What follows belongs to an exercise in optimizing a design on an open flow for small area; a production flow would make more cautious choices.
Only simulation tests tie the RTL to the original design; equivalence was not proved.

== job 8064 ==
==> flow/design.v (excerpt) <==
module fft_top(
    input          sys_clk,
    input          sys_rst_n,
    input          Rx_0,
    output         Tx_0,
    output         Clk_0,
    output         CS,
    output [31:0]  ad_data0,
    output [31:0]  ad_data1,
    output [31:0]  ad_data2,
    output         en_Ain0,
    output         en_Ain1,
    input  [31:0]  P_target,
    output [31:0]  i_current,
    input  [31:0]  P_measure
);
export LEC_CHECK = 0
export CAP_MARGIN = 20
export CORE_MARGIN = 2
export CORE_UTILIZATION = 80
export CTS_BUF_LIST = sky130_fd_sc_hd__clkbuf_8
export CTS_CLUSTER_DIAMETER = 60
export CTS_CLUSTER_SIZE = 16
export GPL_TIMING_DRIVEN = 0
export SLEW_MARGIN = 20
create_clock -name core_clock -period 10.0 [get_ports {sys_clk}]
standard.sh (not shown) runs the stock make flow with config.mk's settings and CLKGATE_MAP_FILE= SYNTH_SCRIPT=/design/flow/synth_recipe.tcl, a recipe that flattens the netlist after the stock synthesis.
==> flow/flow/run.sh <==
#!/bin/bash
# Own layout flow: the standard flow, with these changes.
#  1. Port buffers are the smallest buffer cell (buffer_ports -buffer_cell).
#  2. The synthesis's single tie-low cell is kept for all constant outputs
#     (no per-load tie cells).
#  3. After the standard synthesis, flow/faflip.py re-chooses the polarity
#     of the full-adder cells to drop inverters, and flow/invfold.py folds
#     single-load inverters into the NOR2/NAND2 they feed (registers are
#     left exactly as the standard synthesis made them).
# Each tool's output goes to a log file of its own in this folder.
set -euo pipefail
export BUFFER_PORTS_ARGS="-buffer_cell sky130_fd_sc_hd__buf_1"
export SKIP_REPAIR_TIE_FANOUT=1
R=orfs/results/${FLOW_PLATFORM}/fft_top/base
bash standard.sh synth > synth.log 2>&1
cp $R/1_2_yosys.v 1_2_yosys.standard.v
python3 flow/faflip.py 1_2_yosys.standard.v 1_2_yosys.faflip.v > faflip.log 2>&1
python3 flow/invfold.py 1_2_yosys.faflip.v $R/1_2_yosys.v > invfold.log 2>&1
bash standard.sh > layout.log 2>&1
Other scripts of this flow, unchanged in this note and not shown: flow/flow/faflip.py, flow/flow/invfold.py
Job 8064 completed; timing, DRC and antenna clean
Relative to job 8064, the following input files were edited for job 5104:
- clearing GPL_TIMING_DRIVEN, which used to be 0
==> run summary <==
In job 5104, design area is lower than in job 8064. | flip-flop and latch share of the layout cell area | lower: job 8064 |. Synthesized cell count came out exactly the same in job 5104 and job 8064. Delta (job 5104 minus job 8064): number of remaining DRC errors flat, post-route minimum period down 0.046 ns. Sort job 5104 and job 8064 by non-clock buffer count desc -> top: job 8064. Where routed wire length is concerned, job 8064 is outperformed by job 5104.
Setup changes, job 5104 to job 5041
- changing SLEW_MARGIN from 20 to 5
- changing CAP_MARGIN from 20 to 5
Notes after the runs:
The worst slack after detailed placement reported for job 5041 is smaller than that of job 5104 by 0.097 ns. [compare] base=job 5104 new=job 5041: met3 layer usage reported by global route barely changed, final instance area held.
Setup changes, job 5041 to job 204
- CAP_MARGIN: 5 -> 20
- SLEW_MARGIN: 5 -> 20
- CTS_BUF_LIST: sky130_fd_sc_hd__clkbuf_8 -> sky130_fd_sc_hd__clkbuf_4 sky130_fd_sc_hd__clkbuf_8
[summary]
Going from job 5041 to job 204, proportion of cell area occupied by registers comparable, final area comparable.
diff inputs: job 204 => job 7998
- swapping sky130_fd_sc_hd__clkbuf_4 sky130_fd_sc_hd__clkbuf_8 for sky130_fd_sc_hd__clkbuf_8 in CTS_BUF_LIST
- putting GPL_ROUTABILITY_DRIVEN at 0 where nothing was set
- Between job 204 and job 7998, the sequential share of layout area figures differ only marginally.
- Going from job 204 to job 7998, design area comparable, number of antenna violations at the first check in global routing has remained practically unchanged, global router's overall resource usage has increased, via count of the first global-routing pass rose 1.0%.
- Looking at fraction of area in clock buffers and inverters across job 204 and job 7998, the one that comes out lower is job 7998.
- Job 7998 ran to completion and came out clean on the timing, DRC and antenna checks.
- Compared with job 204, job 7998 shows a higher via count.
- Count of non-filler cells in the finished layout: job 204 vs job 7998, no meaningful difference
- Per the comparison of job 7998 with job 204, synthesis-to-finish area growth shrank by 0.27 points.


Another version of the RTL of fft_top (not shown whole).
Size: roughly 200 I/O pins, about 15000 µm² of cells after synthesis.
export LEC_CHECK = 0
export ABC_AREA = 1
export CAP_MARGIN = 20
export CORE_MARGIN = 2
export CORE_UTILIZATION = 80
export CTS_BUF_LIST = sky130_fd_sc_hd__clkbuf_8
export CTS_CLUSTER_DIAMETER = 60
export CTS_CLUSTER_SIZE = 16
export SLEW_MARGIN = 20
create_clock -name core_clock -period 10.0 [get_ports {sys_clk}]
==> flow/flow/run.sh <==
#!/bin/bash
# Own layout flow: the standard flow, with two changes.
#  1. Port buffers are the smallest buffer cell (buffer_ports -buffer_cell).
#  2. After the standard synthesis, flow/faflip.py re-chooses the polarity
#     of the full-adder cells to drop inverters (registers untouched).
# Each tool's output goes to a log file of its own in this folder.
set -euo pipefail
export BUFFER_PORTS_ARGS="-buffer_cell sky130_fd_sc_hd__buf_1"
R=orfs/results/${FLOW_PLATFORM}/fft_top/base
bash standard.sh synth > synth.log 2>&1
cp $R/1_2_yosys.v 1_2_yosys.standard.v
python3 flow/faflip.py 1_2_yosys.standard.v $R/1_2_yosys.v > faflip.log 2>&1
bash standard.sh > layout.log 2>&1
Other scripts of this flow, unchanged in this note and not shown: flow/flow/faflip.py
Then changed:
Settings changed: ABC_AREA 1 to default, CORE_UTILIZATION 80 to 65.
The new run completed with no timing, DRC or antenna violations; global-route usage shrinks by 8.9 points; first-iteration DRC count fell by about 20%; utilization falls by 15 points; maximum frequency is higher by 1.0%.
Then changed:
Settings changed: ABC_AREA from default to 1, CTS_CLUSTER_DIAMETER 60 to 50, CTS_CLUSTER_SIZE 16 to 20.
=> The changed run finished with timing, DRC and antenna clean; die area goes down slightly; clock-buffer cell count is unchanged; final area goes up slightly; utilization goes up by 0.51 points; sequential cell count does not change; first-iteration DRC count goes down by well over a third; wire length goes up by a few percent; final cell count goes up by a few percent; global-route usage goes up by 1.3 points.


Another version of the RTL of fft_top (not shown whole).
For scale: ~1,200 cells after synthesis.
## fft_top
module fft_top(
    input          sys_clk,
    input          sys_rst_n,
    input          Rx_0,
    output         Tx_0,
    output         Clk_0,
    output         CS,
    output [31:0]  ad_data0,
    output [31:0]  ad_data1,
    output [31:0]  ad_data2,
    output         en_Ain0,
    output         en_Ain1,
    input  [31:0]  P_target,
    output [31:0]  i_current,
    input  [31:0]  P_measure
);
wire [1:0]  tag;
wire [23:0] sr;
ads1258 u_ads1258 (
    .sysclk(sys_clk), .locked(sys_rst_n), .Rx_0(Rx_0),
    .Tx_0(Tx_0), .Clk_0(Clk_0), .CS(CS),
    .en_Ain0(en_Ain0), .tag(tag), .sr(sr)
);
assign en_Ain1 = en_Ain0;
reg  [23:0] d0, d1, d2;
wire [23:0] rkeep = {24{sys_rst_n}};
wire [23:0] dat01 = (sr & rkeep) | {21'd0, ~rkeep[2:0]};
wire [23:0] dat2  = sr & rkeep;
wire ld0 = (en_Ain0 && tag == 2'd0) || !sys_rst_n;
wire ld1 = (en_Ain0 && tag == 2'd1) || !sys_rst_n;
wire ld2 = (en_Ain0 && tag == 2'd2) || !sys_rst_n;
always @(posedge sys_clk) begin
    if (ld0) d0 <= dat01;
    if (ld1) d1 <= dat01;
    if (ld2) d2 <= dat2;
end
  ...
==> flow/config.mk <==
export PLATFORM = sky130hd
export DESIGN_NAME = fft_top
export DESIGN_NICKNAME = fft_top
export VERILOG_FILES = /design/flow/design.v
export SDC_FILE = /design/flow/constraint.sdc
export NUM_CORES = 4
export LEC_CHECK = 0
export CAP_MARGIN = 20
export CORE_MARGIN = 2
export CORE_UTILIZATION = 80
export CTS_BUF_LIST = sky130_fd_sc_hd__clkbuf_4
export CTS_CLUSTER_DIAMETER = 45
export CTS_CLUSTER_SIZE = 10
export SLEW_MARGIN = 20
==> flow/constraint.sdc <==
create_clock -name core_clock -period 10.0 [get_ports {sys_clk}]
set_input_delay 2.0000 -clock core_clock [delete_from_list [all_inputs] [get_ports {sys_clk}]]
set_output_delay 2.0000 -clock core_clock [all_outputs]
set_load 0.01 [all_outputs]
==> flow/flow/run.sh <==
#!/bin/bash
# Own layout flow: the standard flow, with these changes.
#  1. Port buffers are the smallest buffer cell (buffer_ports -buffer_cell).
#  2. The synthesis's single tie-low cell is kept for all constant outputs
#     (no per-load tie cells).
#  3. After the standard synthesis, flow/faflip.py re-chooses the polarity
#     of the full-adder cells to drop inverters (registers untouched).
# Each tool's output goes to a log file of its own in this folder.
set -euo pipefail
export BUFFER_PORTS_ARGS="-buffer_cell sky130_fd_sc_hd__buf_1"
export SKIP_REPAIR_TIE_FANOUT=1
R=orfs/results/${FLOW_PLATFORM}/fft_top/base
bash standard.sh synth > synth.log 2>&1
cp $R/1_2_yosys.v 1_2_yosys.standard.v
python3 flow/faflip.py 1_2_yosys.standard.v $R/1_2_yosys.v > faflip.log 2>&1
bash standard.sh > layout.log 2>&1
Other scripts of this flow, unchanged in this note and not shown: flow/flow/faflip.py
The baseline produced a clean layout.
Change:
- CTS_BUF_LIST: sky130_fd_sc_hd__clkbuf_4 -> sky130_fd_sc_hd__clkbuf_8
- CTS_CLUSTER_DIAMETER: 45 -> 60
- CTS_CLUSTER_SIZE: 10 -> 16
Routed wire length goes up by 3.0%.
Design area goes down by 0.44%.
Clock-buffer cell count goes down by 26.
Via count goes down by 0.53%.
Critical path depth goes down by 1.
Non-clock buffer count stays the same.
Sequential share of layout area goes up by 0.18 points.
Setup slack gets better by 23 ps.
Change:
- CTS_BUF_LIST: sky130_fd_sc_hd__clkbuf_8 -> sky130_fd_sc_hd__clkbuf_16
- CTS_CLUSTER_SIZE: 16 -> 24
The new run passed the timing, DRC and antenna checks.
Core utilization grows by 0.99 points.
Sequential cell count stays the same.
Routed wire length fell by 2.0%.
Die area stays the same.
First-iteration DRC count goes up by 5.2%.
Synthesized area is unchanged.
Setup slack improves by 83 ps.

## afterwards: timing with drivers on the ports
The flow's constraints put no driver on any port. The routed layouts listed below were extracted and timed again, unchanged, in two steps.
Step 1 assumes that a clkbuf_16 drives the clock port and a buf_2 every other input.
Step 2 adds t to the input delays and takes it off the output delays; t is the mean of the earliest and latest rising clock arrival at the registers after step 1. Input paths then give back, and output paths get back, about the clock's delay inside the block.
Three values: ideal, step 1, step 2; two values: the first two.
run | t (ns) | setup WS [ns] | worst slew at a driven data input, ns
job 8064 | 0.579 | 0.311 / 0.311 / 0.311 | 0.05
job 5104 | 0.574 | 0.357 / 0.357 / 0.357 | 0.04
job 5041 | 0.576 | 0.320 / 0.320 / 0.320 | 0.05
job 204 | 0.585 | 0.304 / 0.304 / 0.304 | 0.04
job 7998 | 0.593 | 0.309 / 0.309 / 0.309 | 0.05
the first run of note 2 | 0.597 | 0.338 / 0.338 / 0.338 | 0.05
the second run of note 2 | 0.589 | 0.435 / 0.435 / 0.435 | 0.08
the third run of note 2 | 0.603 | 0.463 / 0.463 / 0.463 | 0.04
the first run of note 3 | 0.677 | 0.281 / 0.281 / 0.281 | 0.04
the second run of note 3 | 0.589 | 0.305 / 0.305 / 0.305 | 0.04
the third run of note 3 | 0.550 | 0.388 / 0.388 / 0.388 | 0.04
After both steps every run listed still meets setup and hold.
